Background: an optimization exercise with open tools, aiming at small area, a short achievable clock period and few clock cycles. Do not read the settings as production practice. Where RTL was checked, it was by simulation tests only, not by an equivalence proof against the original. No functional check of the RTL was part of runs 6 and 7. Power and IR drop assume default switching activity.

**design.v**
```verilog
module circle_control(input logic clk, input logic rst_n, input logic [2:0] colour,
                      input logic [7:0] centre_x, input logic [6:0] centre_y, input logic [7:0] diameter,
                      input logic start, output logic done,
                      output logic [7:0] vga_x, output logic [6:0] vga_y,
                      output logic [2:0] vga_colour, output logic vga_plot);
     function automatic logic [9:0] fadd(input logic [9:0] x, input logic [9:0] y, input logic c);
          logic [9:0] p, g, gg, pp;
          p = x ^ y;
          g = x & y;
          g[0] = g[0] | (p[0] & c);
          pp = p;
          for (int l = 0; l < 4; l++) begin
               for (int i = 9; i >= 0; i--) begin
                    if (((i >> l) & 1) == 1) begin
                         g[i]  = g[i] | (pp[i] & g[((i >> l) << l) - 1]);
                         pp[i] = pp[i] & pp[((i >> l) << l) - 1];
                    end
               end
          end
          fadd[0] = p[0] ^ c;
          for (int i = 1; i < 10; i++) fadd[i] = p[i] ^ g[i - 1];
     endfunction
     function automatic logic fcmp(input logic [7:0] x, input logic [7:0] y, input logic c);
          logic [9:0] s;
          s = fadd({2'b00, x}, {2'b00, ~y}, c);
          fcmp = s[8];
     endfunction
     function automatic logic [18:0] fadd19(input logic [18:0] x, input logic [18:0] y);
          logic [18:0] p, g, pp;
          p = x ^ y;
          g = x & y;
          pp = p;
          for (int l = 0; l < 5; l++) begin
               for (int i = 18; i >= 0; i--) begin
                    if (((i >> l) & 1) == 1) begin
                         g[i]  = g[i] | (pp[i] & g[((i >> l) << l) - 1]);
                         pp[i] = pp[i] & pp[((i >> l) << l) - 1];
                    end
               end
          end
          fadd19[0] = p[0];
          for (int i = 1; i < 19; i++) fadd19[i] = p[i] ^ g[i - 1];
     endfunction
     function automatic logic [37:0] csa19(input logic [18:0] x, input logic [18:0] y, input logic [18:0] z);
          logic [18:0] sm, cy;
          sm = x ^ y ^ z;
          cy = ((x & y) | (x & z) | (y & z)) << 1;
          csa19 = {cy, sm};
     endfunction
     logic start_r, start_rr;
     logic [7:0] d_r, cx_r;
     always_ff @(posedge clk) begin
          start_r    <= start;
          start_rr   <= start_r;
          d_r        <= diameter;
          cx_r       <= centre_x;
          vga_colour <= colour;
     end
     logic [18:0] dz, m6, m3;
     logic [18:0] s296;
     assign dz   = {11'd0, d_r};
     assign s296 = (dz << 8) + (dz << 5) + (dz << 3);
     assign m6   = s296 + dz + 19'd510;
     assign m3   = (s296 << 2) + dz + 19'd1019;
     logic [6:0] dh_c;                                
     assign dh_c = d_r[7:1] + {6'd0, d_r[0]};
     logic [9:0] x1_c, x2_c;
     assign x1_c = fadd({2'b00, cx_r}, {3'b000, dh_c}, 1'b0);
     assign x2_c = fadd({2'b00, cx_r}, ~{3'b000, dh_c}, 1'b1);
     logic [6:0] k6;
     logic [7:0] k3;
     logic [6:0] dh;       
     assign dh = dh_c;
     logic       d0;       
     logic       d1;       
     logic [8:0] x1;       
     logic [7:0] x2;       
     logic       en2;      
     always_ff @(posedge clk) begin
          k6  <= m6[16:10];
          k3  <= m3[18:11];
          d0  <= (d_r == 8'd0);
          d1  <= (d_r == 8'd1);
          x1  <= x1_c[8:0];
          x2  <= x2_c[7:0];
          en2 <= !x2_c[9] && (cx_r != 8'd0);
     end
     logic [9:0] y1_c, y3_c;
     assign y1_c = fadd({3'b000, centre_y}, {3'b000, k6}, 1'b0);
     assign y3_c = fadd({3'b000, centre_y}, ~{2'b00, k3}, 1'b1);
     logic [7:0] y1;       
     logic [6:0] y3;       
     logic       en3;      
     always_ff @(posedge clk) begin
          y1  <= y1_c[7:0];
          y3  <= y3_c[6:0];
          en3 <= !y3_c[9];
     end
     logic [7:0] ox, oy;
     logic [9:0] crit;      
     logic [8:0] dd;        
     logic [9:0] cx10, y110, y310;
     assign cx10 = {2'b00, cx_r};
     assign y110 = {2'b00, y1};
     assign y310 = {3'b000, y3};
     logic [9:0] ox10, oy10;
     assign ox10 = {2'b00, ox};
     assign oy10 = {2'b00, oy};
     logic [9:0] xa1, xb1, xa2, xb2, x3a, x3b, ya, yb, y3x;
     assign xa1 = fadd({1'b0, x1}, ~ox10, 1'b1);
     assign xb1 = fadd({1'b0, x1}, ~oy10, 1'b1);
     assign xa2 = fadd({2'b00, x2}, ox10, 1'b0);
     assign xb2 = fadd({2'b00, x2}, oy10, 1'b0);
     assign x3a = fadd(d0 ? y110 : cx10, oy10, 1'b0);        
     assign x3b = fadd(cx10, ~oy10, 1'b1);
     assign ya  = fadd(y110, ~oy10, 1'b1);
     assign yb  = fadd(y110, ~ox10, 1'b1);
     assign y3x = fadd(y310, ox10, 1'b0);
     function automatic logic in159(input logic [9:0] v);    
          in159 = !v[9] && (v[8:0] != 9'd0) && (v[8:0] <= 9'd159);
     endfunction
     function automatic logic in119(input logic [9:0] v);    
          in119 = !v[9] && (v[8:0] != 9'd0) && (v[8:0] <= 9'd119);
     endfunction
     logic eq, ax, oxgt, oygt, oyge, oxk;
     assign eq   = (dd == 9'd0);
     assign ax   = (oy == 8'd0);
     assign oxgt = !(d1 || (d0 && ax));
     assign oygt = fcmp(oy, {1'b0, dh}, 1'b0);
     assign oyge = fcmp(oy, {1'b0, dh}, 1'b1);
     logic [9:0] ks, kc, kd;
     assign ks   = y310 ^ ox10 ^ ~y110;
     assign kc   = ((y310 & ox10) | (y310 & ~y110) | (ox10 & ~y110)) << 1;
     assign kd   = fadd(ks, kc, 1'b0);
     assign oxk  = !kd[9];
     logic ya_ok, yb_ok, y3x_ok;
     assign ya_ok  = in119(ya);
     assign yb_ok  = in119(yb);
     assign y3x_ok = en3 && (y3x <= 10'd99) && oxk;
     logic [6:0] cand;
     assign cand[0] = in159(xa1) && oxgt && ya_ok;
     assign cand[1] = in159(xb1) && oygt && yb_ok && !eq;
     assign cand[2] = en2 && (xa2 <= 10'd159) && ya_ok && !(eq && !ax);
     assign cand[3] = en2 && (xb2 <= 10'd159) && oyge && yb_ok && !ax;
     assign cand[4] = (x3a <= 10'd159) && (x3a != 10'd0) && y3x_ok;
     assign cand[5] = in159(x3b) && y3x_ok && !ax;
     assign cand[6] = d0 && !ax && !xa1[9] && (xa1 != 10'd0) && (x3a <= 10'd99);
     logic cpos, lval;
     assign cpos = !crit[9];
     assign lval = dd[8] || eq;                       
     logic [9:0] c1, c2;
     assign c1 = fadd(crit, {1'b0, oy, 1'b1}, 1'b0);                        
     assign c2 = fadd(crit, {dd, 1'b1}, 1'b0);                             
     logic [6:0] cr;        
     logic [7:0] oxc, oyc;
     logic busy;
     logic [6:0] sel;       
     assign sel = cr & ~{cr[5:0] | {cr[4:0], 1'b0} | {cr[3:0], 2'b0} | {cr[2:0], 3'b0} |
                         {cr[1:0], 4'b0} | {cr[0], 5'b0}, 1'b0};
     logic adv;
     assign adv = ((cr & ~sel) == 7'd0);
     logic [7:0] xbase, xoff, ybase, yoff;
     logic xs, ys, uox;
     assign uox   = sel[0] | sel[2] | sel[6];           
     assign xs    = sel[0] | sel[1] | sel[5] | sel[6];
     assign ys    = sel[0] | sel[1] | sel[2] | sel[3];
     assign xbase = ({8{sel[0] | sel[1]}} & x1[7:0]) | ({8{sel[2] | sel[3]}} & x2) |
                    ({8{sel[4] | sel[5] | sel[6]}} & cx_r);
     assign ybase = ys ? y1 : {1'b0, y3};
     assign xoff  = uox ? oxc : oyc;
     assign yoff  = uox ? oyc : oxc;
     logic [9:0] pxs, pys;
     assign pxs = fadd({2'b00, xbase ^ {8{xs}}}, {2'b00, xoff}, 1'b0);
     assign pys = fadd({2'b00, ybase ^ {8{ys}}}, {2'b00, yoff}, 1'b0);
     always_ff @(posedge clk) begin
          if (!start_r) begin
               ox   <= d_r;
               oy   <= 8'd0;
               crit <= 10'd0 - {2'b00, d_r};
               dd   <= 9'd0 - {1'b0, d_r};
          end else if (!start_rr || (busy && adv && lval)) begin
               ox   <= cpos ? ox - 8'd1 : ox;
               oy   <= oy + 8'd1;
               crit <= cpos ? c2 : c1;
               dd   <= (d0 && ax) ? 9'h102 : dd + (cpos ? 9'd2 : 9'd1);
          end
          if (!start_rr) begin
               cr   <= cand;
               oxc  <= ox;
               oyc  <= oy;
               busy <= 1'b1;
          end else if (busy) begin
               if (adv) begin
                    cr   <= cand;
                    oxc  <= ox;
                    oyc  <= oy;
                    busy <= lval;
               end else begin
                    cr <= cr & ~sel;
               end
          end
          vga_x    <= pxs[7:0] ^ {8{xs}};
          vga_y    <= pys[6:0] ^ {7{ys}};
          vga_plot <= rst_n && start && start_rr && busy && (cr != 7'd0);
          if (!rst_n || !start) done <= 1'b0;
          else if (start_rr && busy && adv && !lval) done <= 1'b1;
     end
endmodule
module reuleaux(input logic clk, input logic rst_n, input logic [2:0] colour,
                input logic [7:0] centre_x, input logic [6:0] centre_y, input logic [7:0] diameter,
                input logic start, output logic done,
                output logic [7:0] vga_x, output logic [6:0] vga_y,
                output logic [2:0] vga_colour, output logic vga_plot);
     circle_control u_ctl(.clk(clk), .rst_n(rst_n), .colour(colour), .centre_x(centre_x),
                          .centre_y(centre_y), .diameter(diameter), .start(start), .done(done),
                          .vga_x(vga_x), .vga_y(vga_y), .vga_colour(vga_colour), .vga_plot(vga_plot));
endmodule
```
**flow/run.sh**
```bash
#!/bin/bash
set -euo pipefail
bash standard.sh finish SETUP_SLACK_MARGIN=7.0 > standard_flow.log 2>&1
```
**standard.sh**
```bash
#!/bin/bash
# synth_recipe.tcl (not shown) runs the flow's synth.tcl, then flattens the netlist and writes it again
# the make line also repeats each setting of config.mk as NAME=value (left out here)
make -C /OpenROAD-flow-scripts/flow DESIGN_CONFIG=/design/flow/config.mk WORK_HOME=/design/flow/orfs CLKGATE_MAP_FILE= SYNTH_SCRIPT=/design/flow/synth_recipe.tcl "${@:-finish}"
```
**config.mk**
```make
export PLATFORM = sky130hd
export DESIGN_NAME = reuleaux
export DESIGN_NICKNAME = reuleaux
export VERILOG_FILES = /design/flow/design.v
export SDC_FILE = /design/flow/constraint.sdc
export NUM_CORES = 4
export LEC_CHECK = 0
export ABC_AREA = 1
export CAP_MARGIN = 20
export CORE_MARGIN = 2
export CORE_UTILIZATION = 40
export SLEW_MARGIN = 20
```
**constraint.sdc**
```tcl
create_clock -name core_clock -period 10.0 [get_ports {clk}]
set_input_delay 2.0000 -clock core_clock [delete_from_list [all_inputs] [get_ports {clk}]]
set_output_delay 2.0000 -clock core_clock [all_outputs]
set_load 0.01 [all_outputs]
```
==> flow_summary.ini, run 1 <==
[worst_setup_path]
path_class = input pin to flip-flop
critPathCaptureType = flip-flop
cpMostUsedCell = fa_2
required_ps = 10350
worstPathCellList = buf_12 -> inv_12 -> ha_4 -> fa_2 -> nor2_2 -> a211oi_2 -> fa_2 -> inv_1
cp.buffers_inverters = 3
arrival_ps = 3370
crit_family = adder cells
cp_slowest_stage_delay_ps = 530
startpoint_type = input pin
worstPathMaxFanout = 2
cp_slowest_cell = fa_2

[global_route]
gr-usage-all-layers = 0.219
grt_pass1_wl_mm = 53.2
grt_antenna_before_repair = 1
overflow = 0
first_global_vias = 9920
grt_max_degree = 25

[power_and_ir_drop]
p_int_mw = 2.18
power.density_nw_per_um2 = 258
leakage_nw = 7.20
pwr-share-clk = 0.162
vdd_drop_max_uv = 135
switching_share = 0.440
power_frac_comb = 0.583
power_frac_seq = 0.255
p_switching_mw = 1.71

[cts]
postCtsHoldBufs = 0
clock_latency_ps = 440
cts_buffer_depth = 2
path_clk_slew_ps = 70
cts_tree = done
clock_sinks = 147
root_buffer = clkbuf_16
cts_buffers = 17
cts_max_level = 4

[yosys]
async_flop_share = 0
syn_area_sq_um = 12300
yosys.area.top_type_share = 0.183
synth_seq_cells = 147
synth_seq_area_share = 0.281
ys.flop_type = dfxtp_1
yosys.area.top_type = ha_1
ys_warn_count = 1
synth_area_leaders = ha_1 18%, dfxtp_1 16%, edfxtp_1 12%
synth_cell_types = 60
syn_inst = 1487
synth_fp_nets = 1755
synth_edf_count = 50
syn_area_per_cell_sq_um = 8.25

[job]
cap_violations = 0

[route]
wl_per_cell_um = 16.6
drtAntennaViolNets = 0
wl_mm = 33.9
drtPass1Iterations = 6
dr.first_iter.drc_count = 634
num_vias = 10300
detail_route.vias_per_cell = 5.04
drc = 0

[sta]
skew_ps = 19.0
setup_viol = 0
hold_viol = 0
min_period_over_period = 0.302
period_minus_slack_ps = 3020
setup-tns-final_ps = 0
rsz0062_at_grt = yes
worst_slew_pin_slew_ps = 855
slew_headroom = 0.429
fmax_ghz = 0.331
final-max-slew-violation-count = 0

[floorplan]
start_util = 0.403
core-area_sq_um = 30400
rows = 64
ios = 49
die_area_sq_um = 32100
die_h_um = 179
die_w_um = 179

[placed_design]
placed_cell_area_sq_um = 13300
gp_congestion = 0.924
place_hpwl_mm = 25.3
io_buffers = 48

[outcome]
status = no timing/DRC/antenna violations

[finish]
drive_gt1_frac = 0.210
nFillCells = 2833
final_util = 0.496
area_growth_syn_to_layout_pct = 22.9
final_area_sq_um = 15100
nets = 1896

[worst_hold_path]
hold_class = flip-flop to flip-flop
-- routing by layer --
metal,routed length [um],global-route usage,up-vias
li1,-,-,5152
met1,14800,0.279,4790
met2,16100,0.373,260
met3,1810,0.0346,67
met4,1180,0.0793,0
met5,0,0,-
-- Yosys cell counts, types with 3 or more instances --
cell / number
xnor2_1: 30
nor3_1: 17
ha_1: 179
nand3_1: 85
o21ai_2: 4
o21bai_1: 5
o221ai_1: 6
a21oi_1: 80
buf_6: 3
nor2_2: 3
nor2_1: 94
nand2_4: 3
nand4_1: 18
a31oi_1: 5
clkbuf_1: 7
or2_2: 6
nand2_2: 7
nand3b_1: 11
buf_2: 4
nor4_1: 5
inv_1: 251
dfxtp_1: 97
a22oi_1: 4
a21o_1: 7
nand2_1: 281
o21ai_0: 69
o211ai_1: 6
o21a_1: 3
edfxtp_1: 50
xor2_1: 48
fa_1: 60
inv_2: 3
-- logic make-up (layout without fill, tap and decap cells) --
group / Yosys count / in the layout / share of synthesized area
compound gates: 206 / 207 / 0.0983
xor+xnor: 79 / 79 / 0.0579
fa+ha+maj: 239 / 239 / 0.280
buf+inv: 273 / 426 / 0.0864
flops: 147 / 147 / 0.281
other cells: 0 / 1 / 0
simple gates: 543 / 543 / 0.196
-- per-stage QoR --
step	instances	hold slack, ps	power (mW)	worst slack, ps
after floorplan	1487	329	2.41	6720
after global placement	1918	415	2.83	5960
after detailed placement	1918	417	2.90	5910
after CTS	2001	420	3.68	6910
after global routing	2037	435	4.27	6870
final	2038	436	3.89	6980
-- power by group through the flow --
stage / Sequential, mW / Combinational, mW / Clock, mW
global route: 1.01 / 2.60 / 0.665
floorplan: 0.924 / 1.48 / 0
global placement: 1.00 / 1.83 / 0
finish: 0.992 / 2.27 / 0.629
CTS: 0.987 / 2.05 / 0.640
detailed placement: 1.00 / 1.90 / 0
-- layout make-up --
class | instances | area, sq um | share of cell area
clock buffer | 20 | 478 | 0.0317
tap | 396 | 495 | 0.0328
clock inverter | 12 | 93.8 | 0.00622
timing repair buffer | 137 | 1100 | 0.0727
inverter | 257 | 1010 | 0.0673
multi-input combinational | 1068 | 8410 | 0.558
sequential | 147 | 3490 | 0.232
antenna | 1 | 2.50 | 0.000166
-- registers in the layout, summed over array words and instances (netlist names), 3 cells and up --
name,flops
u_ctl.cr,7
u_ctl.k3,8
u_ctl.oxc,8
u_ctl.oy,8
u_ctl.crit,10
u_ctl.vga_colour,3
u_ctl.d_r,8
u_ctl.oyc,8
u_ctl.vga_y,7
u_ctl.y1,8
u_ctl.dd,9
u_ctl.ox,8
u_ctl.k6,7
u_ctl.cx_r,8
u_ctl.x2,7
u_ctl.x1,9
u_ctl.vga_x,8
u_ctl.y3,7
-- placed cells by master, fill, tap and decap left out, types with 15 or more instances in the layout --
| cell type | count |
|---|---|
| nand2_1 | 266 |
| inv_1 | 224 |
| ha_1 | 162 |
| nor2_1 | 80 |
| buf_4 | 80 |
| dfxtp_1 | 74 |
| a21oi_1 | 73 |
| nand3_1 | 72 |
| o21ai_0 | 57 |
| edfxtp_1 | 50 |
| xor2_1 | 46 |
| fa_1 | 42 |
| xnor2_1 | 26 |
| clkdlybuf4s50_1 | 23 |
| inv_2 | 20 |
| clkbuf_2 | 19 |
| nand4_1 | 18 |
| fa_2 | 18 |
| clkbuf_16 | 18 |
| nand2_2 | 17 |
| dfxtp_2 | 15 |
-- final timing paths --
check | slack, ps | cells past startpoint | end | start
worst max-delay path | 6980 | 8 | u_ctl.y3[4]$_DFF_P_ | centre_y[0]
worst min register to register | 440 | 1 | u_ctl.en3$_DFF_P_ | u_ctl.k3[7]$_DFF_P_
worst max register to register | 7000 | 15 | u_ctl.vga_x[5]$_DFF_P_ | u_ctl.cr[1]$_DFFE_PP_
worst min-delay path | 440 | 1 | u_ctl.en3$_DFF_P_ | u_ctl.k3[7]$_DFF_P_
-- what timing repair did --
action	in CTS	in global routing
setup buffers	50	36
endpoints found under the setup margin	68	55
pin swaps	27	61
hold endpoints to repair	0	0
resized for setup	130	138
cloned	1	0
Testbench counts, summed over its fixed seeds: cycles 17,484.
==> inputs of run 2 (changes only) <==
==> flow/run.sh (replaced) <==
#!/bin/bash
set -euo pipefail
bash standard.sh finish SETUP_SLACK_MARGIN=6.9 > standard_flow.log 2>&1
--- a/config.mk
+++ b/config.mk
@@ -7,3 +7,2 @@
 export LEC_CHECK = 0
-export ABC_AREA = 1
 export CAP_MARGIN = 20
==> run 2 against run 1 <==
  * Still clean
  * Synthesized cell count decreased by 19%
  * Highest routed layer unchanged
  * Global-route usage about the same
  * Setup slack got worse by 200 ps
  * Via count decreased by 7.6%
  * Combinational power decreased by 8%
  * Cell count decreased by 13%
  * Largest cell class unchanged
==> flow_summary.ini, run 2 <==
[floorplan]
die_w_um = 177
rows = 63
core-area_sq_um = 29500
die_h_um = 177
ios = 49
start_util = 0.404
die_area_sq_um = 31200

[placed_design]
place_hpwl_mm = 23.7
io_buffers = 48
gp_congestion = 0.856
placed_cell_area_sq_um = 13000

[cts]
cts_max_level = 4
path_clk_slew_ps = 60
clock_latency_ps = 440
clock_sinks = 147
cts_buffer_depth = 2
cts_buffers = 17
root_buffer = clkbuf_16
cts_tree = done

[yosys]
synth_fp_nets = 1476
syn_area_per_cell_sq_um = 9.86
yosys.area.top_type_share = 0.188
syn_area_sq_um = 11900
ys.flop_type = dfxtp_1
synth_cell_types = 79
ys_warn_count = 1
synth_edf_count = 50
yosys-top-cells-count = 179 x ha_1, 153 x inv_1, 97 x dfxtp_1
synth_seq_cells = 147
yosys.cell_count.top_type = ha_1
async_flop_share = 0
syn_inst = 1208
synth_area_leaders = ha_1 19%, dfxtp_1 16%, edfxtp_1 13%
yosys.area.top_type = ha_1
synth_seq_area_share = 0.289

[worst_setup_path]
startpoint_type = flip-flop
required_ps = 10160
arrival_ps = 3380
path_class = flip-flop to flip-flop
worstPathMaxFanout = 3
critPathCaptureType = flip-flop
worst_r2r_path_depth = 11

[finish]
largest_reg_flops = 10
nFillCells = 2688
reg_top3 = u_ctl.crit (10), u_ctl.dd (9), u_ctl.x1 (9)
nets = 1637
final_area_sq_um = 15200
area_growth_syn_to_layout_pct = 27.9
final_cell_mix = 162 x ha_1, 133 x inv_1, 88 x buf_4
final_util = 0.516
layout_commonest_cell = ha_1
regMostFlops = u_ctl.crit
n_antenna_cell = 0
drive_gt1_frac = 0.234

[sta]
rsz0062_at_grt = yes
setup-tns-final_ps = 0
worst_slew_pin_slew_ps = 820
setup_viol = 0
final-max-slew-violation-count = 0
slew_headroom = 0.452
fmax_ghz = 0.311
min_period_over_period = 0.322
period_minus_slack_ps = 3220
skew_ps = 14.4
hold_viol = 0

[global_route]
grt_max_degree = 32
overflow = 0
grt_pass1_wl_mm = 51.8
first_global_vias = 9444
gr-usage-all-layers = 0.219
grt_antenna_before_repair = 0

[route]
dr.first_iter.drc_count = 633
wl_mm = 33.5
wl_per_cell_um = 18.9
detail_route.vias_per_cell = 5.35
drtPass1Iterations = 5
drc = 0
drtAntennaViolNets = 0
num_vias = 9487

[outcome]
status = no timing/DRC/antenna violations

[power_and_ir_drop]
leakage_nw = 6.73
p_total_mw = 3.75
vdd_drop_max_uv = 119
power.density_nw_per_um2 = 246

[job]
cap_violations = 0

[worst_hold_path]
worstHoldPathCells = 1
hold_class = flip-flop to flip-flop
==> run 2: cell families (layout without fill, tap and decap cells) <==
group | Yosys count | after routing | synth area share
buffers and inverters | 172 | 345 | 0.0558
AO/OA/AOI/OAI | 260 | 260 | 0.147
flip-flops | 147 | 147 | 0.289
XOR/XNOR | 116 | 116 | 0.0853
AND/OR/NAND/NOR | 242 | 243 | 0.105
multiplexers | 28 | 28 | 0.0254
adder cells (fa/ha/maj) | 243 | 243 | 0.292
==> run 2: worst paths after layout <==
path,slack (ps),endpoint,startpoint
worst max-delay path,6780,u_ctl.cr[6]$_DFFE_PP_,u_ctl.ox[1]$_DFFE_PP_
worst min register to register,390,u_ctl.en3$_DFF_P_,u_ctl.k3[7]$_DFF_P_
worst max register to register,6780,u_ctl.cr[6]$_DFFE_PP_,u_ctl.ox[1]$_DFFE_PP_
worst min-delay path,390,u_ctl.en3$_DFF_P_,u_ctl.k3[7]$_DFF_P_
==> run 2: worst max-delay path, cell delays in order, from the launching register on <==
cell,delay (ps)
edfxtp_1,470
clkinvlp_4,200
buf_6,150
fa_2,390
a21o_1,170
a21o_1,230
fa_1,500
xnor2_1,170
a2bb2oi_1,90
o21ai_2,230
a41o_1,250
o22ai_1,120
==> run 2: per-stage QoR <==
step | hold WS (ps) | setup WS, ps | instances
after global routing | 398 | 6710 | 1772
after CTS | 390 | 6750 | 1743
after detailed placement | 379 | 5780 | 1633
after floorplan | 358 | 6610 | 1208
final | 389 | 6780 | 1772
after global placement | 375 | 5780 | 1633
==> run 2: area by class of cell <==
type                       instances  area [sq um]  share of cell area
sequential                       147          3500               0.230
timing repair buffer             160          1410              0.0925
clock inverter                     7          77.6             0.00510
multi-input combinational        890          8600               0.565
tap                              390           488              0.0321
clock buffer                      25           549              0.0361
inverter                         153           609              0.0400
==> run 2: power by group <==
part           switching, mW  total, mW  internal, mW
logic                   1.05       2.08          1.03
clock network          0.278      0.690         0.411
registers              0.191      0.976         0.784
==> run 2: layer usage <==
metal | part of all wire | vias to the layer above | track usage
li1 | - | 4543 | -
met1 | 0.45 | 4628 | 0.295
met2 | 0.47 | 272 | 0.357
met3 | 0.054 | 44 | 0.0366
met4 | 0.019 | 0 | 0.0696
met5 | 0 | - | 0
==> run 2: what timing repair did <==
item | 4_1_cts | 5_1_grt
hold buffers | 0 | 0
cloned | 1 | 0
resized for setup | 137 | 90
endpoints found under the setup margin | 69 | 34
buffers inserted | 77 | 29
pin swaps | 55 | 71
==> inputs of run 3 (changes only) <==
--- a/config.mk
+++ b/config.mk
@@ -7,2 +7,3 @@
 export LEC_CHECK = 0
+export ABC_AREA = 1
 export CAP_MARGIN = 20
==> run 3 against run 2 <==
  * Clock skew shrank 2.5 ps
  * Synthesized cell count grew 23%
  * Cell area fell by 3.5%
  * Via count grew 7.2%
  * Critical endpoint is now done
==> flow_summary.ini, run 3 <==
[placed_design]
place_inst = 1917
gp_congestion = 0.893
place_hpwl_mm = 24.9
io_buffers = 48

[cts]
cts_max_level = 4
postCtsHoldBufs = 0
path_clk_slew_ps = 70
clock_sinks = 147
cts_tree = done
cts_buffers = 17
root_buffer = clkbuf_16
clock_latency_ps = 430
cts_buffer_depth = 2

[worst_setup_path]
path_class = flip-flop to output pin
crit_family = flip-flops
cp_slowest_cell = dfxtp_1
critPathCaptureType = output pin
required_ps = 8000
worstPathCellList = dlygate4sd2_1
startpoint_type = flip-flop
cp.buffers_inverters = 1
worstPathMaxFanout = 2
arrival_ps = 1030
cp_slowest_stage_delay_ps = 330

[finish]
layout_commonest_cell = nand2_1
nets = 1868
regMostFlops = u_ctl.crit
fin_cells = 2009
largest_reg_flops = 10
n_antenna_cell = 0
final_cell_mix = 275 x nand2_1, 233 x inv_1, 168 x ha_1
area_growth_syn_to_layout_pct = 19.7
reg_top3 = u_ctl.crit (10), u_ctl.dd (9), u_ctl.x1 (9)
drive_gt1_frac = 0.142

[floorplan]
start_util = 0.403
core-area_sq_um = 30400
die_h_um = 179
die_w_um = 179
ios = 49
rows = 64
die_area_sq_um = 32100

[sta]
slew_headroom = 0.453
hold_viol = 0
rsz0062_at_grt = yes
min_period_over_period = 0.303
fmax_ghz = 0.330
final-max-slew-violation-count = 0
setup_viol = 0
setup-tns-final_ps = 0
period_minus_slack_ps = 3030
skew_ps = 11.8
worst_slew_pin_slew_ps = 818

[power_and_ir_drop]
vdd_drop_max_uv = 151
p_int_mw = 2.16
switching_share = 0.428
power_frac_seq = 0.262
pwr-share-clk = 0.181
p_switching_mw = 1.61
leakage_nw = 7.09
power.density_nw_per_um2 = 257
p_total_mw = 3.77
power_frac_comb = 0.557

[yosys]
synth_cell_types = 60
yosys-top-cells-count = 281 x nand2_1, 251 x inv_1, 179 x ha_1
syn_area_per_cell_sq_um = 8.25
synth_fp_nets = 1755
async_flop_share = 0
synth_seq_area_share = 0.281
yosys.area.top_type_share = 0.183
yosys.cell_count.top_type = nand2_1
syn_area_sq_um = 12300
synth_area_leaders = ha_1 18%, dfxtp_1 16%, edfxtp_1 12%
ys.flop_type = dfxtp_1
ys_warn_count = 1
synth_edf_count = 50
yosys.area.top_type = ha_1
synth_seq_cells = 147
syn_inst = 1487

[route]
drtPass1Iterations = 5
dr.first_iter.drc_count = 611
detail_route.vias_per_cell = 5.06
wl_mm = 32.6
drtAntennaViolNets = 0
wl_per_cell_um = 16.2
num_vias = 10200
drc = 0

[global_route]
overflow = 0
grt_antenna_before_repair = 1
grt_pass1_wl_mm = 50.3
first_global_vias = 9516
grt_max_degree = 25
gr-usage-all-layers = 0.207

[outcome]
status = no timing/DRC/antenna violations

[worst_hold_path]
hold_class = flip-flop to flip-flop

[job]
cap_violations = 0
-- run 3: cell types whose count changed in the layout (fill, tap and decap cells not counted), moves of 17 or more --
| cell | delta |
|---|---|
| nand3_1 | +61 |
| a21oi_1 | +28 |
| a21o_1 | -36 |
| xnor2_1 | -44 |
| o21ai_0 | +24 |
| inv_1 | +100 |
| buf_4 | -32 |
| nand2_1 | +222 |
| nor2b_1 | -17 |
| buf_6 | -18 |
| nor2_1 | +33 |
-- run 3: stage by stage --
stage	utilization	area (sq um)	hold slack (ps)	setup slack [ps]
2_1_floorplan	-	12300	329	6720
3_3_place_gp	0.435	13200	409	5960
3_5_place_dp	0.435	13200	398	5940
4_1_cts	0.464	14100	409	6780
5_1_grt	0.483	14700	424	6820
6_report	0.483	14700	406	6970
-- run 3: path summary, 6_finish.rpt --
kind / start / endpoint / slack, ps / cells past startpoint
max: u_ctl.done$_SDFFE_PP0P_ / done / 6970 / 1
min: u_ctl.k3[7]$_DFF_P_ / u_ctl.en3$_DFF_P_ / 410 / 1
min reg2reg: u_ctl.k3[7]$_DFF_P_ / u_ctl.en3$_DFF_P_ / 410 / 1
max reg2reg: u_ctl.d_r[1]$_DFF_P_ / u_ctl.k6[5]$_DFF_P_ / 6980 / 16
-- run 3: cells by family (layout without fill, tap and decap cells) --
| logic type | Yosys count | after routing | share of synthesized area |
|---|---|---|---|
| AND/OR/NAND/NOR | 543 | 543 | 0.196 |
| adder cells (fa/ha/maj) | 239 | 239 | 0.280 |
| XOR/XNOR | 79 | 79 | 0.0579 |
| flip-flops | 147 | 147 | 0.281 |
| AO/OA/AOI/OAI | 206 | 207 | 0.0983 |
| buffers and inverters | 273 | 398 | 0.0864 |
-- run 3: what timing repair did --
| action | CTS | global route |
|---|---|---|
| gates resized for setup | 68 | 72 |
| pin swaps | 10 | 29 |
| hold endpoints to repair | 0 | 0 |
| gates cloned | 1 | 0 |
| setup endpoints to repair | 63 | 30 |
| setup buffers | 20 | 39 |
-- run 3: cell type report --
cell class,instances,area [sq um]
Clock buffer,22,475
Sequential cell,147,3490
Clock inverter,10,144
Multi-Input combinational cell,1068,8120
Fill cell,2923,15700
Timing Repair Buffer,109,962
Tap cell,396,495
Inverter,257,1000
-- run 3: power by group through the flow --
stage | clock network (mW) | logic, mW | registers (mW)
2_1_floorplan | 0 | 1.48 | 0.924
3_3_place_gp | 0 | 1.83 | 0.996
3_5_place_dp | 0 | 1.89 | 0.997
4_1_cts | 0.694 | 1.95 | 0.982
5_1_grt | 0.716 | 2.40 | 1.00
6_report | 0.684 | 2.10 | 0.987
-- run 3: per-layer routing --
layer	up-vias	wire, um	track usage
met3	57	1770	0.0348
li1	5103	-	-
met4	0	913	0.0649
met2	255	15700	0.357
met5	-	0	0
met1	4753	14200	0.262
==> inputs of run 4 (changes only) <==
==> flow/run.sh (replaced) <==
#!/bin/bash
set -euo pipefail
bash standard.sh finish SETUP_SLACK_MARGIN=6.6 > standard_flow.log 2>&1
==> run 4 against run 3 <==
  * Still clean on timing, DRC and antenna
  * Combinational power is 8% lower
  * Critical path depth is 6 higher
  * Global-route usage down 0.30 points
  * Clock skew about the same
==> flow_summary.ini, run 4 <==
[yosys]
synth_fa_ha_area_frac = 0.280
yosys.cell_count.top_type = nand2_1
synth_fp_nets = 1755
syn_inst = 1487
yosys.area.top_type = ha_1
synth_top_family_by_area = adder cells
yosys.area.top_type_share = 0.183
yosys-top-cells-count = 281 x nand2_1, 251 x inv_1, 179 x ha_1
synth_edf_count = 50
synth-xor-area-share = 0.0579
synth_seq_cells = 147
synth_area_leaders = ha_1 18%, dfxtp_1 16%, edfxtp_1 12%
syn_area_per_cell_sq_um = 8.25
synth_cell_types = 60
synthSimpleGateAreaFrac = 0.196
ys_warn_count = 1
synth_seq_area_share = 0.281
synth_mux_area_frac = 0
syn_area_sq_um = 12300
async_flop_share = 0
ys.flop_type = dfxtp_1
synth_compound_gate_area_share = 0.0983

[sta]
hold_viol = 0
rsz0062_at_grt = yes
fmax_ghz = 0.300
worst_slew_pin_slew_ps = 812
period_minus_slack_ps = 3340
slew_headroom = 0.458
min_period_over_period = 0.334
skew_ps = 12.1
final-max-slew-violation-count = 0
setup_viol = 0
setup-tns-final_ps = 0

[finish]
drive_gt1_frac = 0.0801
area_growth_syn_to_layout_pct = 14.3
final_cell_mix = 279 x nand2_1, 243 x inv_1, 177 x ha_1
multi_input_area_sq_um = 7840
n_antenna_cell = 0
nets = 1829
reg_top3 = u_ctl.crit (10), u_ctl.dd (9), u_ctl.x1 (9)
nFillCells = 2987
largest_reg_flops = 10
regMostFlops = u_ctl.crit
layout_commonest_cell = nand2_1
regArea_sq_um = 3460

[cts]
cts_buffer_depth = 2
clock_sinks = 147
cts_max_level = 4
path_clk_slew_ps = 60
postCtsHoldBufs = 0
root_buffer = clkbuf_16
cts_buffers = 17
clock_latency_ps = 440
cts_tree = done

[route]
drtAntennaViolNets = 0
detail_route.vias_per_cell = 5.02
num_vias = 9884
wl_mm = 31.6
dr.first_iter.drc_count = 498
drc = 0
drtPass1Iterations = 5
wl_per_cell_um = 16.0

[global_route]
grt_max_degree = 31
gr-usage-all-layers = 0.204
first_global_vias = 9512
grt_pass1_wl_mm = 49.8
grt_antenna_before_repair = 0
overflow = 0

[power_and_ir_drop]
power.density_nw_per_um2 = 255
leakage_nw = 6.79
p_total_mw = 3.57
vdd_drop_max_uv = 136

[worst_setup_path]
worstPathMaxFanout = 3
startpoint_type = input pin
r2r_start = u_ctl.oy[2]$_SDFFE_PN0P_
required_ps = 10340
arrival_ps = 3670
path_class = input pin to flip-flop
crit_start = centre_y[3]
worst_r2r_path_depth = 12
critPathCaptureType = flip-flop

[floorplan]
die_w_um = 179
die_area_sq_um = 32100
ios = 49
rows = 64
start_util = 0.403
core-area_sq_um = 30400
die_h_um = 179

[worst_hold_path]
hp-start = u_ctl.k3[7]$_DFF_P_
hold_class = flip-flop to flip-flop
worstHoldPathCells = 1

[job]
cap_violations = 0

[placed_design]
io_buffers = 48
gp_congestion = 0.895
place_hpwl_mm = 24.8

[outcome]
status = no timing/DRC/antenna violations
[run 4: changes by cell type in the layout (fill, tap and decap cells not counted), sizes merged]
| cell | delta |
|---|---|
| bufinv | -2 |
| clkinv | +1 |
| dlymetal6s2s | +1 |
| dlygate4sd2 | -19 |
| clkdlybuf4s15 | -3 |
| clkdlybuf4s50 | +22 |
| inv | +1 |
| buf | -40 |
[run 4: worst paths after layout]
check / slack [ps] / end
worst max register to register: 6730 / u_ctl.cr[5]$_DFFE_PP_
worst min-delay path: 400 / u_ctl.en3$_DFF_P_
worst max-delay path: 6660 / u_ctl.y3[4]$_DFF_P_
worst min register to register: 400 / u_ctl.en3$_DFF_P_
[run 4: through the flow]
stage                     utilization  hold slack (ps)  std cells  setup slack (ps)  instance area, sq um
final                           0.461              402       1970              6660                 14000
after CTS                       0.455              412       1954              6510                 13800
after global routing            0.461              426       1970              6500                 14000
after detailed placement        0.433              404       1917              6000                 13200
after global placement          0.433              407       1917              6030                 13200
after floorplan                     -              329       1487              6610                 12300
[run 4: cell families after synthesis]
logic type	after synthesis
xor gates and xnor gates	79
adders and majority gates	239
and+or+nand+nor	543
DFF	147
buffers and inverters	273
AOI/OAI and AO/OA	206
[run 4: final cells by class]
| type | instances | area share |
|---|---|---|
| multi-input cells | 1068 | 0.559 |
| clock inverters | 10 | 0.00669 |
| repair buffers | 70 | 0.0461 |
| clock buffers | 22 | 0.0357 |
| well taps | 396 | 0.0353 |
| inverters | 257 | 0.0701 |
| flip-flops and latches | 147 | 0.247 |
[run 4: metal layers]
layer	GRT usage	wire, um
met2	0.346	14900
met1	0.262	14300
met5	0	0
met4	0.0827	1090
met3	0.0242	1260
[run 4: where the power goes]
part,internal [mW],total [mW],switching [mW]
clock,0.382,0.656,0.274
combinational,0.854,1.94,1.09
sequential,0.798,0.978,0.180
[run 4: timing repair]
action / 4_1_cts / 5_1_grt
resized for setup: 14 / 23
cloned: 0 / 1
endpoints found under the setup margin: 26 / 23
buffers inserted: 5 / 15
pin swaps: 4 / 5
[run 4: worst max-delay path, stage by stage]
cell and delay [ps]:
clkdlybuf4s50_1 450, ha_1 370, nand2_1 90, nor2_2 110, a211oi_2 60, fa_2 560, inv_1 40
==> inputs of run 5 (changes only) <==
==> run.sh (new file) <==
#!/bin/bash
# synth_recipe.tcl (not shown) runs the flow's synth.tcl, then flattens the netlist and writes it again
# the make line also repeats each setting of config.mk as NAME=value (left out here)
make -C /OpenROAD-flow-scripts/flow DESIGN_CONFIG=/design/flow/config.mk WORK_HOME=/design/flow/orfs CLKGATE_MAP_FILE= SYNTH_SCRIPT=/design/flow/synth_recipe.tcl finish
--- a/config.mk
+++ b/config.mk
@@ -7,3 +7,2 @@
 export LEC_CHECK = 0
-export ABC_AREA = 1
 export CAP_MARGIN = 20
removed: flow/run.sh
removed: standard.sh
==> run 5 against run 4 <==
  * Sequential power is essentially flat
  * Setup slack lost 730 ps
  * Non-clock buffer count shrank 16
  * Die area shrank 2.9%
  * Area after synthesis shrank 3.0%
  * Global-route usage grew 0.35 points
  * Clock-buffer cell count shrank 3
  * Critical path type is now flip-flop to flip-flop
  * Register-to-register slack lost 800 ps
  * Fmax shrank 18%
  * Cell count shrank 15%
  * Utilization shrank 0.48 points
  * Still clean on timing, DRC and antenna
==> flow_summary.ini, run 5 <==
[yosys]
synth_cell_types = 79
syn_area_per_cell_sq_um = 9.86
synth_edf_count = 50
syn_area_sq_um = 11900
synth_seq_cells = 147
ys_warn_count = 1
async_flop_share = 0
synth_fp_nets = 1476
synth_seq_area_share = 0.289
yosys.area.top_type = ha_1
yosys.cell_count.top_type = ha_1
synth_area_leaders = ha_1 19%, dfxtp_1 16%, edfxtp_1 13%
syn_inst = 1208
yosys.area.top_type_share = 0.188
ys.flop_type = dfxtp_1
yosys-top-cells-count = 179 x ha_1, 153 x inv_1, 97 x dfxtp_1

[power_and_ir_drop]
pwr-share-clk = 0.200
p_int_mw = 1.97
switching_share = 0.411
vdd_drop_max_uv = 116
power.density_nw_per_um2 = 249
leakage_nw = 6.01
power_frac_seq = 0.292
p_switching_mw = 1.38
power_frac_comb = 0.508

[sta]
setup_viol = 0
hold_viol = 0
final-max-slew-violation-count = 0
fmax_ghz = 0.246
skew_ps = 12.5
worst_slew_pin_slew_ps = 940
rsz0062_at_grt = no
whs_ps = 395
slew_headroom = 0.373
period_minus_slack_ps = 4070
min_period_over_period = 0.407
setup-tns-final_ps = 0

[finish]
area_growth_syn_to_layout_pct = 12.9
drive_gt1_frac = 0.0565
layout_commonest_cell = ha_1
reg_top3 = u_ctl.crit (10), u_ctl.dd (9), u_ctl.x1 (9)
final_cell_mix = 179 x ha_1, 153 x inv_1, 97 x dfxtp_1
regMostFlops = u_ctl.crit
largest_reg_flops = 10
n_antenna_cell = 0
nets = 1530

[floorplan]
rows = 63
start_util = 0.404
die_area_sq_um = 31200
die_h_um = 177
die_w_um = 177
core-area_sq_um = 29500
ios = 49

[job]
cap_violations = 0

[cts]
clock_sinks = 147
path_clk_slew_ps = 70
cts_tree = done
postCtsHoldBufs = 0
root_buffer = clkbuf_16
cts_resized = 0
cts_buffers = 17
cts_buffer_depth = 2
clock_latency_ps = 430
post_cts_buffers = 0
cts_max_level = 4

[worst_setup_path]
arrival_ps = 4370
required_ps = 10310
cp.buffers_inverters = 0
cp_slowest_cell = a221oi_4
regToRegSetupSlack_ps = 5930
cp_slowest_stage_delay_ps = 720
r2r_end = u_ctl.vga_y[4]$_DFF_P_
worstPathMaxFanout = 26
worstPathCellList = nor2_4 -> nand2_2 -> nor3_2 -> a221oi_4 -> mux2_1 -> ha_1 -> fa_1 -> a21o_1 -> a21oi_1 -> fa_1 -> xnor2_1
crit_family = compound AO/OA/AOI/OAI gates
path_class = flip-flop to flip-flop
cpMostUsedCell = fa_1
worst_r2r_path_depth = 11
r2r_start = u_ctl.cr[0]$_DFFE_PP_
startpoint_type = flip-flop
critPathCaptureType = flip-flop

[placed_design]
io_buffers = 48
place_hpwl_mm = 24.1
gp_congestion = 0.960

[global_route]
grt_pass1_wl_mm = 49.2
overflow = 0
grt_max_degree = 32
first_global_vias = 8898
grt_antenna_before_repair = 0
gr-usage-all-layers = 0.207

[route]
wl_mm = 30.8
drtAntennaViolNets = 0
num_vias = 8871
drc = 0
dr.first_iter.drc_count = 703
detail_route.vias_per_cell = 5.33
wl_per_cell_um = 18.5
drtPass1Iterations = 5

[worst_hold_path]
min_to = u_ctl.en3$_DFF_P_
worstHoldPathCells = 1
hp-start = u_ctl.k3[7]$_DFF_P_
hold_class = flip-flop to flip-flop

[outcome]
status = no timing/DRC/antenna violations
[run 5: cell count changes after synthesis, moves of 18 or more]
cell / before / now
a21oi_1: 80 / 60
xnor2_1: 30 / 78
inv_1: 251 / 153
nor2_1: 94 / 58
o21ai_0: 69 / 47
nor2b_1: 0 / 18
nand3_1: 85 / 20
a21o_1: 7 / 44
nand2_1: 281 / 54
[run 5: worst max-delay path by stage]
stage / from / slack (ps) / end / depth (start not counted)
floorplan: centre_y[0] / 6490 / u_ctl.y3[5]$_DFF_P_ / 9
global placement: centre_y[0] / 5900 / u_ctl.y3[4]$_DFF_P_ / 10
detailed placement: centre_y[0] / 5870 / u_ctl.y3[4]$_DFF_P_ / 10
CTS: u_ctl.cr[0]$_DFFE_PP_ / 5890 / u_ctl.vga_y[4]$_DFF_P_ / 11
global route: u_ctl.cr[1]$_DFFE_PP_ / 5630 / u_ctl.vga_y[4]$_DFF_P_ / 11
finish: u_ctl.cr[0]$_DFFE_PP_ / 5930 / u_ctl.vga_y[4]$_DFF_P_ / 11
[run 5: worst register-to-register path, cell delays in order (launching register included)]
cell and delay [ps]:
edfxtp_1 520, nor2_4 150, nand2_2 460, nor3_2 130, a221oi_4 720, mux2_1 400, ha_1 200, fa_1 400
a21o_1 170, a21oi_1 210, fa_1 460, xnor2_1 140
[run 5: logic make-up after synthesis]
| family | after synthesis | share of synthesized area |
|---|---|---|
| XOR/XNOR | 116 | 0.0853 |
| adder cells (fa/ha/maj) | 243 | 0.292 |
| flip-flops | 147 | 0.289 |
| AO/OA/AOI/OAI | 260 | 0.147 |
| buffers and inverters | 172 | 0.0558 |
| AND/OR/NAND/NOR | 242 | 0.105 |
| multiplexers | 28 | 0.0254 |
[run 5: power groups by stage]
stage                     clock network (mW)  logic [mW]  registers [mW]
after floorplan                            0        1.30           0.909
after global placement                     0        1.65           0.984
after detailed placement                   0        1.69           0.985
after CTS                              0.678        1.71           0.972
after global routing                   0.704        1.95           0.988
final                                  0.667        1.70           0.977
[run 5: routing by layer]
layer	track usage	vias up	wire length [um]
li1	-	4323	-
met1	0.293	4244	14500
met2	0.331	268	13800
met3	0.0261	36	1870
met4	0.0616	0	638
met5	0	-	0
[run 5: final cells by class]
class / instances / area, sq um
clock inverters: 13 / 138
fillers: 2842 / 16000
clock buffers: 19 / 475
well taps: 390 / 488
multi-input cells: 889 / 7800
flip-flops and latches: 147 / 3440
inverters: 153 / 574
repair buffers: 54 / 526
[run 5: stage by stage]
step | utilization | power (mW) | setup WS, ps | area [sq um] | cells
floorplan | - | 2.21 | 6490 | 11900 | 1208
global placement | 0.435 | 2.63 | 5900 | 12800 | 1633
detailed placement | 0.435 | 2.68 | 5870 | 12800 | 1633
CTS | 0.456 | 3.36 | 5890 | 13400 | 1665
global route | 0.456 | 3.64 | 5630 | 13400 | 1665
finish | 0.456 | 3.34 | 5930 | 13400 | 1665
==> inputs of run 6 (changes only) <==
--- a/design.v
+++ b/design.v
@@ -51,2 +51,3 @@
      logic [7:0] d_r, cx_r;
+     logic [6:0] cy_r;
      always_ff @(posedge clk) begin
@@ -56,10 +57,8 @@
           cx_r       <= centre_x;
+          cy_r       <= centre_y;
           vga_colour <= colour;
      end
-     logic [18:0] dz, m6, m3;
-     logic [18:0] s296;
-     assign dz   = {11'd0, d_r};
-     assign s296 = (dz << 8) + (dz << 5) + (dz << 3);
-     assign m6   = s296 + dz + 19'd510;
-     assign m3   = (s296 << 2) + dz + 19'd1019;
+     logic [18:0] dz, s296_c;
+     assign dz     = {11'd0, d_r};
+     assign s296_c = (dz << 8) + (dz << 5) + (dz << 3);
      logic [6:0] dh_c;                                
@@ -69,4 +68,3 @@
      assign x2_c = fadd({2'b00, cx_r}, ~{3'b000, dh_c}, 1'b1);
-     logic [6:0] k6;
-     logic [7:0] k3;
+     logic [13:0] s296;    
      logic [6:0] dh;       
@@ -79,4 +77,3 @@
      always_ff @(posedge clk) begin
-          k6  <= m6[16:10];
-          k3  <= m3[18:11];
+          s296 <= s296_c[16:3];
           d0  <= (d_r == 8'd0);
@@ -87,5 +84,16 @@
      end
+     logic [19:0] t6, t3, u6s, u6c, u3s, u3c, v6, v3;
+     assign t6  = {3'b000, cy_r, 10'd0};
+     assign u6s = t6 ^ {3'b000, s296, 3'b000} ^ ({12'd0, d_r} + 20'd510);
+     assign u6c = ((t6 & {3'b000, s296, 3'b000}) | (t6 & ({12'd0, d_r} + 20'd510)) |
+                   ({3'b000, s296, 3'b000} & ({12'd0, d_r} + 20'd510))) << 1;
+     assign v6  = u6s + u6c;
+     assign t3  = {2'b00, cy_r, 11'd0};
+     assign u3s = t3 ^ ~{1'b0, s296, 5'b00000} ^ (20'd1029 - {12'd0, d_r});
+     assign u3c = ((t3 & ~{1'b0, s296, 5'b00000}) | (t3 & (20'd1029 - {12'd0, d_r})) |
+                   (~{1'b0, s296, 5'b00000} & (20'd1029 - {12'd0, d_r}))) << 1;
+     assign v3  = u3s + u3c;
      logic [9:0] y1_c, y3_c;
-     assign y1_c = fadd({3'b000, centre_y}, {3'b000, k6}, 1'b0);
-     assign y3_c = fadd({3'b000, centre_y}, ~{2'b00, k3}, 1'b1);
+     assign y1_c = {2'b00, v6[17:10]};
+     assign y3_c = {v3[19], v3[19:11]};
      logic [7:0] y1;       
==> flow/run.sh (new file) <==
#!/bin/bash
set -euo pipefail
bash standard.sh finish SETUP_SLACK_MARGIN=6.8 > standard_flow.log 2>&1
==> standard.sh (new file) <==
#!/bin/bash
# synth_recipe.tcl (not shown) runs the flow's synth.tcl, then flattens the netlist and writes it again
# the make line also repeats each setting of config.mk as NAME=value (left out here)
make -C /OpenROAD-flow-scripts/flow DESIGN_CONFIG=/design/flow/config.mk WORK_HOME=/design/flow/orfs CLKGATE_MAP_FILE= SYNTH_SCRIPT=/design/flow/synth_recipe.tcl "${@:-finish}"
removed: run.sh
==> run 6 against run 5 <==
  * Still clean on timing, DRC and antenna
  * Area after synthesis is 5.5% higher
  * Setup slack better by 850 ps
  * First-iteration DRC count is 25% lower
  * Synthesized cell count is 6.0% higher
  * Non-clock buffer count is 53 higher
  * Utilization is 2.7 points higher
  * Clock skew is 1.3 ps higher
  * Cell count is 7.3% higher
  * Critical path type unchanged
==> flow_summary.ini, run 6 <==
[yosys]
synth_seq_cells = 153
syn_area_per_cell_sq_um = 9.82
synth_fp_nets = 1560
ys_warn_count = 1
syn_inst = 1280
ys.flop_type = dfxtp_1
synth_cell_types = 75
yosys.area.top_type_share = 0.196
syn_area_sq_um = 12600
yosys.area.top_type = ha_1
async_flop_share = 0
yosys-top-cells-count = 197 x ha_1, 111 x inv_1, 103 x dfxtp_1
yosys.cell_count.top_type = ha_1
synth_edf_count = 50
synth_seq_area_share = 0.284
synth_area_leaders = ha_1 20%, dfxtp_1 16%, edfxtp_1 12%

[global_route]
overflow = 0
gr-usage-all-layers = 0.213
grt_max_degree = 55
grt_antenna_before_repair = 0
grt_pass1_wl_mm = 54.1
first_global_vias = 9758

[cts]
path_clk_slew_ps = 70
cts_tree = done
root_buffer = clkbuf_16
clock_latency_ps = 440
cts_max_level = 4
cts_buffers = 17
clock_sinks = 153
cts_buffer_depth = 2
postCtsHoldBufs = 0

[sta]
setup-tns-final_ps = 0
hold_viol = 0
skew_ps = 13.8
fmax_ghz = 0.311
min_period_over_period = 0.322
setup_viol = 0
worst_slew_pin_slew_ps = 872
fin_ws_ps = 6780
period_minus_slack_ps = 3220
final-max-slew-violation-count = 0
rsz0062_at_grt = yes
slew_headroom = 0.414

[worst_setup_path]
startpoint_type = flip-flop
cpMostUsedCell = fa_2
required_ps = 10320
arrival_ps = 3530
cp.buffers_inverters = 0
critPathCaptureType = flip-flop
worstPathCellList = or4_4 -> nor3_4 -> a221oi_4 -> mux2_2 -> ha_1 -> fa_2 -> a21o_1 -> a21oi_2 -> fa_2 -> xnor2_1
crit_family = adder cells
worstPathMaxFanout = 4
cp_slowest_stage_delay_ps = 560
path_class = flip-flop to flip-flop
cp_slowest_cell = or4_4

[power_and_ir_drop]
leakage_nw = 6.54
p_switching_mw = 1.49
p_total_mw = 3.63
p_int_mw = 2.14
power_frac_seq = 0.266
pwr-share-clk = 0.178
power_frac_comb = 0.556
switching_share = 0.411
power.density_nw_per_um2 = 245
vdd_drop_max_uv = 140

[floorplan]
die_area_sq_um = 32900
die_w_um = 181
rows = 64
ios = 49
die_h_um = 181
start_util = 0.409
core-area_sq_um = 30700

[finish]
regMostFlops = u_ctl.s296
n_antenna_cell = 0
regArea_sq_um = 3620
largest_reg_flops = 14
layout_commonest_cell = ha_1
area_growth_syn_to_layout_pct = 18.1
final_cell_mix = 191 x ha_1, 102 x inv_1, 85 x dfxtp_1
fin_cells = 1787
multi_input_area_sq_um = 8800
nFillCells = 2907
reg_top3 = u_ctl.s296 (14), u_ctl.crit (10), u_ctl.dd (9)
drive_gt1_frac = 0.162
nets = 1658

[job]
cap_violations = 0

[placed_design]
dp_slack_ps = 6040
place_hpwl_mm = 25.4
place_inst = 1697
gp_congestion = 0.893
io_buffers = 48

[route]
detail_route.vias_per_cell = 5.48
drtAntennaViolNets = 0
wl_per_cell_um = 19.3
dr.first_iter.drc_count = 530
num_vias = 9787
drc = 0
drtPass1Iterations = 5
wl_mm = 34.5

[worst_hold_path]
hold_class = flip-flop to flip-flop

[outcome]
status = no timing/DRC/antenna violations
[run 6: worst reg2reg max path: cells and delay by family, from the launching register on]
kind,cells,cell delay [ps]
fa+ha+maj,3,1020
flops,1,430
compound gates,3,480
mux,1,300
xor+xnor,1,130
simple gates,2,740
[run 6: logic make-up after synthesis]
family,synth area share
and+or+nand+nor,0.120
DFF,0.284
AOI/OAI and AO/OA,0.153
buffers and inverters,0.0434
adders and majority gates,0.285
muxes,0.0312
xor gates and xnor gates,0.0843
[run 6: final timing paths]
kind	endpoint	cells after the start	startpoint	slack (ps)
max	u_ctl.vga_y[4]$_DFF_P_	10	u_ctl.cr[3]$_DFFE_PP_	6780
min	u_ctl.s296[0]$_DFF_P_	0	u_ctl.d_r[0]$_DFF_P_	450
max reg2reg	u_ctl.vga_y[4]$_DFF_P_	10	u_ctl.cr[3]$_DFFE_PP_	6780
min reg2reg	u_ctl.s296[0]$_DFF_P_	0	u_ctl.d_r[0]$_DFF_P_	450
[run 6: repair_timing]
action,in CTS,in global routing
buffers inserted,46,11
gates cloned,1,0
pin swaps,13,26
endpoints found under the setup margin,51,44
resized for setup,66,50
[run 6: layout make-up]
type	count	area share
tap	396	0.0334
inverter	111	0.0290
sequential	153	0.244
clock buffer	20	0.0309
multi-input combinational	988	0.593
timing repair buffer	107	0.0624
clock inverter	12	0.00767
[run 6: through the flow]
step / cell area [sq um] / utilization / hold slack (ps)
after global routing: 14800 / 0.483 / 466
final: 14800 / 0.483 / 447
after detailed placement: 13500 / 0.440 / 469
after global placement: 13500 / 0.440 / 460
after floorplan: 12700 / - / 329
after CTS: 14600 / 0.473 / 464
[run 6: power groups by stage]
stage | Combinational [mW] | Clock [mW] | Sequential (mW)
finish | 2.02 | 0.645 | 0.966
CTS | 1.93 | 0.658 | 0.963
floorplan | 1.44 | 0 | 0.915
global route | 2.27 | 0.682 | 0.978
detailed placement | 1.83 | 0 | 0.990
global placement | 1.78 | 0 | 0.988
[run 6: layer usage]
layer	up-vias	GRT usage	wire, um
li1	4771	-	-
met1	4666	0.269	15100
met2	285	0.356	16200
met3	65	0.0349	1890
met4	0	0.0982	1360
met5	-	0	0
==> inputs of run 7 (changes only) <==
--- a/config.mk
+++ b/config.mk
@@ -7,2 +7,3 @@
 export LEC_CHECK = 0
+export ABC_AREA = 1
 export CAP_MARGIN = 20
==> run 7 against run 6 <==
  * Non-clock buffer count shrank 23
  * Register-to-register slack gained 160 ps
  * Sequential share of layout area shrank 0.11 points
  * Hold slack gained 16 ps
  * Critical path depth grew 6
  * Cell area shrank 0.64%
==> flow_summary.ini, run 7 <==
[outcome]
status = no timing/DRC/antenna violations

[floorplan]
die_w_um = 183
die_h_um = 183
core-area_sq_um = 31600
die_area_sq_um = 33600
ios = 49
rows = 65
start_util = 0.406

[power_and_ir_drop]
p_switching_mw = 1.76
switching_share = 0.446
power_frac_seq = 0.255
p_int_mw = 2.19
vdd_drop_max_uv = 147
pwr-share-clk = 0.173
leakage_nw = 7.25
power.density_nw_per_um2 = 268
power_frac_comb = 0.572

[yosys]
synth_fp_nets = 1876
yosys-top-cells-count = 319 x nand2_1, 244 x inv_1, 197 x ha_1
yosys.cell_count.top_type = nand2_1
async_flop_share = 0
yosys.area.top_type_share = 0.192
syn_area_per_cell_sq_um = 8.05
synth_edf_count = 50
synth_seq_cells = 153
ys_warn_count = 1
yosys.area.top_type = ha_1
syn_area_sq_um = 12900
synth_seq_area_share = 0.277
synth_cell_types = 46
synth_area_leaders = ha_1 19%, dfxtp_1 16%, edfxtp_1 12%
ys.flop_type = dfxtp_1
syn_inst = 1596

[placed_design]
io_buffers = 48
place_inst = 2030
place_hpwl_mm = 27.3
dp_slack_ps = 6140
gp_congestion = 0.899

[finish]
layout_commonest_cell = nand2_1
final_cell_mix = 317 x nand2_1, 240 x inv_1, 193 x ha_1
n_antenna_cell = 0
regArea_sq_um = 3580
nets = 1960
multi_input_area_sq_um = 8380
reg_top3 = u_ctl.s296 (14), u_ctl.crit (10), u_ctl.dd (9)
largest_reg_flops = 14
nFillCells = 3025
regMostFlops = u_ctl.s296
final_util = 0.466
area_growth_syn_to_layout_pct = 14.7
fin_cells = 2095
drive_gt1_frac = 0.0697

[route]
wl_per_cell_um = 16.7
detail_route.vias_per_cell = 5.23
drtAntennaViolNets = 0
dr.first_iter.drc_count = 765
wl_mm = 35.0
drc = 0
num_vias = 11000
drtPass1Iterations = 5

[sta]
setup_viol = 0
fmax_ghz = 0.327
fin_ws_ps = 6940
setup-tns-final_ps = 0
hold_viol = 0
worst_slew_pin_slew_ps = 965
final-max-slew-violation-count = 0
min_period_over_period = 0.306
period_minus_slack_ps = 3060
rsz0062_at_grt = yes
slew_headroom = 0.355
skew_ps = 9.22
whs_ps = 463

[worst_setup_path]
cpMostUsedCell = nand2_1
required_ps = 10210
cp_slowest_stage_delay_ps = 550
cp_slowest_cell = edfxtp_1
worstPathCellList = ha_2 -> fa_1 -> nand3_1 -> nand2_1 -> fa_1 -> nor2_1 -> nand3b_1 -> nand3_1 -> nand2_1 -> inv_1 -> nand2_1 -> inv_1 -> nand2_1 -> nor2_1 -> nand3b_1 -> nand2_1
arrival_ps = 3260
worstPathMaxFanout = 7
startpoint_type = flip-flop
path_class = flip-flop to flip-flop
critPathCaptureType = flip-flop

[cts]
cts_max_level = 4
path_clk_slew_ps = 70
cts_tree = done
cts_buffer_depth = 2
clock_sinks = 153
cts_buffers = 17
root_buffer = clkbuf_16
clock_latency_ps = 450

[worst_hold_path]
hold_class = flip-flop to flip-flop

[global_route]
first_global_vias = 10500
overflow = 0
gr-usage-all-layers = 0.214
grt_max_degree = 25
grt_pass1_wl_mm = 55.5
grt_antenna_before_repair = 0

[job]
cap_violations = 0
[run 7: cell count changes after synthesis, sizes merged, moves of 16 or more]
cell    before  now
a21oi       69   98
nor2        64  110
nand3       29  107
nand2       66  323
xnor2       74   32
inv        111  246
nand3b       4   20
o21ai       48   78
a21o        41    9
mux2        25    0
[run 7: area by class of cell]
class | count | area share
clock buffers | 17 | 0.0289
repair buffers | 84 | 0.0501
flip-flops and latches | 153 | 0.243
multi-input cells | 1177 | 0.568
well taps | 402 | 0.0341
clock inverters | 15 | 0.0120
inverters | 247 | 0.0639
[run 7: path summary, 6_finish.rpt]
path,from,endpoint,slack (ps),cells after the start
worst max register to register,u_ctl.ox[0]$_DFFE_PP_,u_ctl.cr[4]$_DFFE_PP_,6940,16
worst min-delay path,u_ctl.done$_SDFFE_PP0P_,u_ctl.done$_SDFFE_PP0P_,460,2
worst min register to register,u_ctl.done$_SDFFE_PP0P_,u_ctl.done$_SDFFE_PP0P_,460,2
worst max-delay path,u_ctl.ox[0]$_DFFE_PP_,u_ctl.cr[4]$_DFFE_PP_,6940,16
[run 7: critical path, delay by kind of cell (launching register included)]
kind,cells,cell delay (ps)
buffers and inverters,2,80
flip-flops,1,550
adder cells (fa/ha/maj),3,1250
AND/OR/NAND/NOR,11,920
[run 7: metal layers]
metal  wire [um]  GRT usage  vias up
met5           0          0        -
met4         889     0.0739        0
met3        1870     0.0290       55
met2       16500      0.366      312
met1       15700      0.277     5158
li1            -          -     5433
[run 7: power by group through the flow]
stage	registers, mW	logic [mW]	clock network (mW)
5_1_grt	1.02	2.59	0.717
3_5_place_dp	1.02	2.11	0
4_1_cts	1.01	2.16	0.695
2_1_floorplan	0.949	1.65	0
6_report	1.01	2.26	0.683
3_3_place_gp	1.02	2.04	0
[run 7: timing repair]
action / CTS / global route
pin swaps: 3 / 11
hold buffers: 0 / 0
setup endpoints to repair: 37 / 25
buffers inserted: 11 / 21
gates resized for setup: 27 / 38
cloned: 1 / 0
[run 7: kinds of logic (layout without fill, tap and decap cells)]
| group | Yosys count | in the layout | synth area share |
|---|---|---|---|
| adder cells (fa/ha/maj) | 251 | 251 | 0.276 |
| flip-flops | 153 | 153 | 0.277 |
| AND/OR/NAND/NOR | 603 | 603 | 0.203 |
| XOR/XNOR | 91 | 91 | 0.0620 |
| AO/OA/AOI/OAI | 231 | 232 | 0.102 |
| buffers and inverters | 267 | 363 | 0.0802 |
[run 7: per-stage QoR]
stage / total power, mW / area [sq um]
after CTS: 3.86 / 14500
after detailed placement: 3.14 / 13800
final: 3.95 / 14700
after global placement: 3.07 / 13800
after global routing: 4.33 / 14700
after floorplan: 2.60 / 12900

## afterwards: timing with drivers on the ports
The results above use ideal ports. As a check the final layouts listed here were re-extracted and re-timed, cells and wires unchanged. Step 1 (the two cells are an assumption about what drives the block):
set clk [get_ports {clk}]
set_driving_cell -lib_cell sky130_fd_sc_hd__clkbuf_16 $clk
set_driving_cell -lib_cell sky130_fd_sc_hd__buf_2 [delete_from_list [all_inputs] $clk]
Step 2 moves the port delays by t, midway between the first and last clock arrival at a register: inputs arrive t later, outputs are due t later. That takes back most of the time a late clock gives input paths. Three values: ideal ports, drivers, drivers and shift; two values: the first two.
run	t, ns	setup slack, ns	clock arrival spread, ns
run 1	0.481	6.979 / 6.964 / 6.483	0.019 / 0.019
run 2	0.479	6.782 / 6.782 / 6.347	0.016 / 0.017
run 3	0.479	6.968 / 6.918 / 6.491	0.012 / 0.012
run 4	0.480	6.663 / 6.640 / 6.203	0.013 / 0.013
run 5	0.476	5.932 / 5.932 / 5.878	0.015 / 0.015
run 6	0.484	6.784 / 6.784 / 6.784	0.013 / 0.013
run 7	0.492	6.942 / 6.913 / 6.797	0.013 / 0.013
After both steps every run listed still meets setup and hold. The setup slack of run 1, which loses most, moves by -0.015 ns with the drivers and by -0.496 ns with both steps.
